From an optimization exercise on the open Yosys and OpenROAD flow, aimed at a short achievable clock period and few clock cycles; shortcuts taken in it are not production practice.
In this exercise RTL edits were held to simulation tests only and were not proved equivalent to the original.
The clock input has no modelled driver; a real chip could not lean on it and would need a root buffer or a full tree.
No activity file was given, so power comes from the tool's default toggle rates.

## 04-21
==> module TopLevel, before the edit <==
module TopLevel(
  input        CLK,
  input        reset,
  input        start,
  output       halt,
  output [7:0] mem_addr,
  output       mem_re,
  output       mem_we,
  output [7:0] mem_wdata,
  input  [7:0] mem_rdata
);
  localparam logic [2:0] K_RLO = 3'd0, K_RHI = 3'd1, K_WLO = 3'd2, K_WHI = 3'd3,
                         K_RPAT = 3'd4, K_RSTR = 3'd5, K_NONE = 3'd6, K_WP3 = 3'd7;
  function automatic logic [15:0] encode(input logic [10:0] d);
    logic p1, p2, p4, p8, p16;
    p8  = ^d[10:4];
    p4  = (^d[10:7]) ^ (^d[3:1]);
    p2  = d[10]^d[9]^d[6]^d[5]^d[3]^d[2]^d[0];
    p1  = d[10]^d[8]^d[6]^d[4]^d[3]^d[1]^d[0];
    p16 = ^d ^ p8 ^ p4 ^ p2 ^ p1;
    encode = {d[10:4], p8, d[3:1], p4, d[0], p2, p1, p16};
  endfunction
  function automatic logic [15:0] decode(input logic [15:0] c);
    logic [3:0]  s;
    logic        par, dbl;
    logic [15:0] e;
    logic [10:0] d;
    s = '0;
    for (int k = 1; k < 16; k++)
      if (c[k]) s = s ^ 4'(k);
    par = ^c;
    e = par ? (16'h1 << s) : 16'h0;
    e = c ^ e;
    d = {e[15:9], e[7:5], e[3]};
    dbl = !par && (s != 4'd0);
    if (dbl) begin
      if (s == 4'd11) d = d ^ 11'h030;
      if (s == 4'd13) d = d ^ 11'h090;
      if (s == 4'd14) d = d ^ 11'h0a0;
    end
    decode = {dbl, 4'b0, d};
  endfunction
  function automatic logic [3:0] in_hits(input logic [7:0] b, input logic [4:0] pt);
    logic [3:0] h;
    for (int o = 0; o < 4; o++)
      h[o] = (b[7-o -: 5] == pt);
    in_hits = h;
  endfunction
  function automatic logic [3:0] cross_hits(input logic [7:0] a, input logic [7:0] b, input logic [4:0] pt);
    logic [15:0] w;
    logic [3:0]  h;
    w = {a, b};
    for (int o = 0; o < 4; o++)
      h[o] = (w[11-o -: 5] == pt);
    cross_hits = h;
  endfunction
  function automatic logic [2:0] cnt4(input logic [3:0] h);
    cnt4 = {2'b0, h[0]} + {2'b0, h[1]} + {2'b0, h[2]} + {2'b0, h[3]};
  endfunction
  logic       halt_r;
  logic [1:0] prog_r;           
  logic       re_r, we_r;
  logic [7:0] addr_r, wdata_r;
  logic [2:0] kind_r;
  logic       last_r;           
  logic [5:0] a_step;
  wire        p3     = (prog_r == 2'd2);
  wire [1:0]  prog_n = (prog_r == 2'd0) ? 2'd1 : 2'd2;
  wire [5:0]  s  = a_step;
  wire        t_wr  = p3 ? (s >= 6'd34) : ((s >= 6'd58) || s[0]);
  wire        t_rd  = p3 ? (s <= 6'd32) : !((s >= 6'd58) || s[0]);
  wire        t_hi  = (s >= 6'd58) ? s[0] : !s[1];
  wire [2:0]  t_kind = p3 ? (t_rd ? K_RSTR : t_wr ? K_WP3 : K_NONE) : {1'b0, t_wr, t_hi};
  wire [7:0]  t_p3w  = (s == 6'd34) ? 8'd193 : (s == 6'd35) ? 8'd192 : 8'd194;
  wire [4:0]  t_rdo  = p3 ? s[4:0] - 5'd1 : s[5:1] + 5'd1;
  wire [7:0]  t_rda  = {p3, prog_r[0], 1'b0, t_rdo};
  wire [7:0]  t_wra  = ((prog_r == 2'd0) ? 8'd29 : 8'd93) + {3'b0, s[5:1]} + {7'b0, s == 6'd59};
  wire [7:0]  t_addr = t_rd ? t_rda : (p3 ? t_p3w : t_wra);
  wire        t_lst  = p3 ? (s == 6'd36) : (s == 6'd59);
  logic [15:0] raw_r;           
  logic [7:0]  hi_r;            
  logic [4:0]  pat_r;           
  logic [7:0]  c1_r;            
  logic [5:0]  c2_r;            
  logic [6:0]  cx_r;            
  wire [15:0] code    = (prog_r == 2'd0) ? encode(raw_r[10:0]) : decode(raw_r);
  logic [2:0]  hcnt_r, xcnt_r;  
  wire        hit_on  = p3 && !halt_r && (a_step >= 6'd3) && (a_step <= 6'd34);
  wire        acc_on  = p3 && !halt_r && (a_step >= 6'd4) && (a_step <= 6'd35);
  logic       first;            
  wire [3:0]  hit_cur = in_hits(raw_r[7:0], pat_r);
  wire [3:0]  hit_x   = first ? 4'b0 : cross_hits(raw_r[15:8], raw_r[7:0], pat_r);
  logic [7:0] wdata_n;
  always_comb begin
    case (t_kind)
      K_WLO:   wdata_n = code[7:0];
      K_WHI:   wdata_n = hi_r;
      K_WP3:   case (s[1:0])
                 2'd2:    wdata_n = {2'b0, (|hit_cur) ? c2_r + 6'd1 : c2_r};    
                 2'd3:    wdata_n = c1_r + {5'b0, hcnt_r};   
                 default: wdata_n = c1_r + {1'b0, cx_r};  
               endcase
      default: wdata_n = 8'h00;
    endcase
  end
  wire [1:0] ip = (halt_r || !last_r) ? prog_r : prog_n;    
  wire [7:0] ip_addr  = (ip == 2'd0) ? 8'd0 : (ip == 2'd1) ? 8'd64 : 8'd160;
  wire [7:0] ip_delta = (ip == 2'd2) ? 8'h20 : 8'h01;
  wire [2:0] ip_kind  = (ip == 2'd2) ? K_RPAT : K_RLO;
  wire       go1      = halt_r && start;
  wire idle = halt_r || last_r;    
  always_ff @(posedge CLK) begin
    if (reset) begin
      halt_r  <= 1'b1;
      prog_r  <= 2'd0;
      last_r  <= 1'b0;
      re_r    <= 1'b1;
      we_r    <= 1'b0;
      addr_r  <= 8'd0;
      kind_r  <= K_RLO;
    end else if (idle) begin
      halt_r  <= halt_r ? !start : 1'b1;
      prog_r  <= ip;
      last_r  <= 1'b0;
      re_r    <= 1'b1;
      we_r    <= 1'b0;
      addr_r  <= ip_addr ^ (go1 ? ip_delta : 8'h00);
      kind_r  <= {ip_kind[2:1], go1};
    end else begin
      re_r    <= t_rd;
      we_r    <= t_wr;
      addr_r  <= t_addr;
      kind_r  <= t_kind;
      last_r  <= t_lst;
    end
  end
  always_ff @(posedge CLK) begin
    a_step <= idle ? 6'd2 : a_step + 6'd1;
    first  <= !idle && (a_step == 6'd2);
  end
  always_ff @(posedge CLK) begin
    wdata_r <= wdata_n;
    if (t_kind == K_WLO) hi_r <= code[15:8];
    if (kind_r == K_RLO || kind_r == K_RSTR) raw_r[7:0] <= mem_rdata;
    if (kind_r == K_RHI) raw_r[15:8] <= mem_rdata;
    if (kind_r == K_RSTR) raw_r[15:8] <= raw_r[7:0];
    if (kind_r == K_RPAT) pat_r <= mem_rdata[4:0];
    hcnt_r <= cnt4(hit_cur);
    xcnt_r <= cnt4(hit_x);
    if (kind_r == K_RPAT) begin
      c1_r <= '0; c2_r <= '0; cx_r <= '0;
    end else begin
      if (acc_on) begin
        c1_r <= c1_r + {5'b0, hcnt_r};
        cx_r <= cx_r + {4'b0, xcnt_r};
      end
      if (hit_on && (|hit_cur)) c2_r <= c2_r + 6'd1;
    end
  end
  assign halt      = halt_r;
  assign mem_addr  = addr_r;
  assign mem_re    = re_r;
  assign mem_we    = we_r;
  assign mem_wdata = wdata_r;
endmodule
export LEC_CHECK = 0
export ABC_CLOCK_PERIOD_IN_PS = 2000
export CAP_MARGIN = 40
export CORE_MARGIN = 2
export CORE_UTILIZATION = 25
export SETUP_SLACK_MARGIN = 5
export SLEW_MARGIN = 40
export SYNTH_MEMORY_MAX_BITS = 16384
create_clock -name core_clock -period 10.0 [get_ports {CLK}]
standard.sh (not shown) runs the stock make flow with config.mk's settings and CLKGATE_MAP_FILE= SYNTH_SCRIPT=/design/flow/synth_recipe.tcl, a recipe that flattens the netlist after the stock synthesis.
==> flow/flow/run.sh <==
#!/bin/bash
# Standard ORFS layout (the standard.sh) with three changes to how it is
# made; the clock period and I/O constraints are unchanged:
#  - timing repair aims at a 7.3 ns setup margin instead of stopping at the
#    10 ns constraint, and may resize cells across footprints;
#  - port buffers are sky130_fd_sc_hd__buf_4;
#  - at the end of the CTS step, flow/cts_tree.tcl replaces the clock tree
#    with a balanced one-level tree: the clock port feeds 4 clkbuf_16, each
#    driving a quarter of the flip-flops.
# make's output goes to make_finish.log; each ORFS step keeps its own log
# under orfs/logs.
set -euo pipefail
export MAN_CTS_NBUF=4 MAN_CTS_NLEAF=0
bash standard.sh \
  SETUP_SLACK_MARGIN=7.6 \
  MATCH_CELL_FOOTPRINT=0 \
  "BUFFER_PORTS_ARGS=-buffer_cell sky130_fd_sc_hd__buf_4" \
  POST_CTS_TCL=$PWD/flow/cts_tree.tcl \
  finish > make_finish.log 2>&1
Other scripts of this flow, unchanged in this note and not shown: flow/flow/cts_tree.tcl
04-21: PASS, flow complete, no timing, DRC or antenna violations
Testbench counts of 04-21, summed over its fixed seeds: cycles 5,056.
The inputs of 10-18 differ from those of 04-21 as listed below.
--- a/flow/design.v
+++ b/flow/design.v
@@ -63,20 +63,20 @@
   logic [7:0] addr_r, wdata_r;
   logic [2:0] kind_r;
   logic       last_r;           
   logic [5:0] a_step;
+  logic [4:0] rp;
+  logic [7:0] wp;
   wire        p3     = (prog_r == 2'd2);
   wire [1:0]  prog_n = (prog_r == 2'd0) ? 2'd1 : 2'd2;
   wire [5:0]  s  = a_step;
   wire        t_wr  = p3 ? (s >= 6'd34) : ((s >= 6'd58) || s[0]);
   wire        t_rd  = p3 ? (s <= 6'd32) : !((s >= 6'd58) || s[0]);
   wire        t_hi  = (s >= 6'd58) ? s[0] : !s[1];
   wire [2:0]  t_kind = p3 ? (t_rd ? K_RSTR : t_wr ? K_WP3 : K_NONE) : {1'b0, t_wr, t_hi};
   wire [7:0]  t_p3w  = (s == 6'd34) ? 8'd193 : (s == 6'd35) ? 8'd192 : 8'd194;
-  wire [4:0]  t_rdo  = p3 ? s[4:0] - 5'd1 : s[5:1] + 5'd1;
-  wire [7:0]  t_rda  = {p3, prog_r[0], 1'b0, t_rdo};
-  wire [7:0]  t_wra  = ((prog_r == 2'd0) ? 8'd29 : 8'd93) + {3'b0, s[5:1]} + {7'b0, s == 6'd59};
-  wire [7:0]  t_addr = t_rd ? t_rda : (p3 ? t_p3w : t_wra);
+  wire [7:0]  t_rda  = {p3, prog_r[0], 1'b0, rp};
+  wire [7:0]  t_addr = t_rd ? t_rda : (p3 ? t_p3w : wp);
   wire        t_lst  = p3 ? (s == 6'd36) : (s == 6'd59);
   logic [15:0] raw_r;           
   logic [7:0]  hi_r;            
   logic [4:0]  pat_r;           
@@ -86,9 +86,9 @@
   wire [15:0] code    = (prog_r == 2'd0) ? encode(raw_r[10:0]) : decode(raw_r);
   logic [2:0]  hcnt_r, xcnt_r;  
   wire        hit_on  = p3 && !halt_r && (a_step >= 6'd3) && (a_step <= 6'd34);
   wire        acc_on  = p3 && !halt_r && (a_step >= 6'd4) && (a_step <= 6'd35);
-  logic       first;            
+  wire        first   = (a_step == 6'd3);
   wire [3:0]  hit_cur = in_hits(raw_r[7:0], pat_r);
   wire [3:0]  hit_x   = first ? 4'b0 : cross_hits(raw_r[15:8], raw_r[7:0], pat_r);
   logic [7:0] wdata_n;
   always_comb begin
@@ -134,10 +134,17 @@
       last_r  <= t_lst;
     end
   end
   always_ff @(posedge CLK) begin
-    a_step <= idle ? 6'd2 : a_step + 6'd1;
-    first  <= !idle && (a_step == 6'd2);
+    if (idle) begin
+      a_step  <= 6'd2;
+      rp      <= (ip == 2'd2) ? 5'd1 : 5'd2;
+      wp      <= (ip == 2'd0) ? 8'd30 : 8'd94;
+    end else begin
+      a_step  <= a_step + 6'd1;
+      if (t_rd) rp <= rp + 5'd1;
+      if (t_wr) wp <= wp + 8'd1;
+    end
   end
   always_ff @(posedge CLK) begin
     wdata_r <= wdata_n;
     if (t_kind == K_WLO) hi_r <= code[15:8];
### Flow results
- Relative to 04-21, combinational fraction of design power has decreased by 5.1 points in 10-18.
- Between 04-21 and 10-18, the flow reports HPWL after detailed placement increasing by a little under 10%.
- Delta (10-18 minus 04-21): post-route clock skew went down by 6.9 ps, data arrival time of the critical path went up by 30 ps, utilization went up by 0.88 points.
- Between 10-18 and 04-21, global-route wire length before repair is higher for 10-18, 04-21 comes in under that.
- On total die area, 04-21 beats 10-18.
- 10-18 falls short of 04-21 in final worst-path setup slack.
- Compared with 04-21, in 10-18 count of state elements after synthesis moved up, sum of internal, switching and leakage power moved down.
Testbench counts of 10-18, summed over its fixed seeds: cycles 5,056.

[static timing again, ports no longer ideal]
How much do the figures lean on ideal ports? The routed layouts below were timed once more, with nothing changed but the port constraints. Step 1 (the two cells are an assumption about what drives the block):
set clk [get_ports {CLK}]
set_driving_cell -lib_cell sky130_fd_sc_hd__clkbuf_16 $clk
set_driving_cell -lib_cell sky130_fd_sc_hd__buf_2 [delete_from_list [all_inputs] $clk]
Step 2 also shifts input and output timing later by t, the mid clock arrival at the registers, as if the neighbouring blocks saw the same clock. Slacks: no drivers / after step 1 / after step 2; pairs: no drivers / after step 1.
run	t (ns)	slack for setup (ns)	worst setup path after step 2
04-21	0.257	7.362 / 7.272 / 7.159	input to register
10-18	0.258	7.333 / 7.242 / 7.255	input to register
After both steps setup and hold are still met in every run listed. The setup slack of 04-21, which loses most, moves by -0.090 ns with the drivers and by -0.203 ns with both steps.
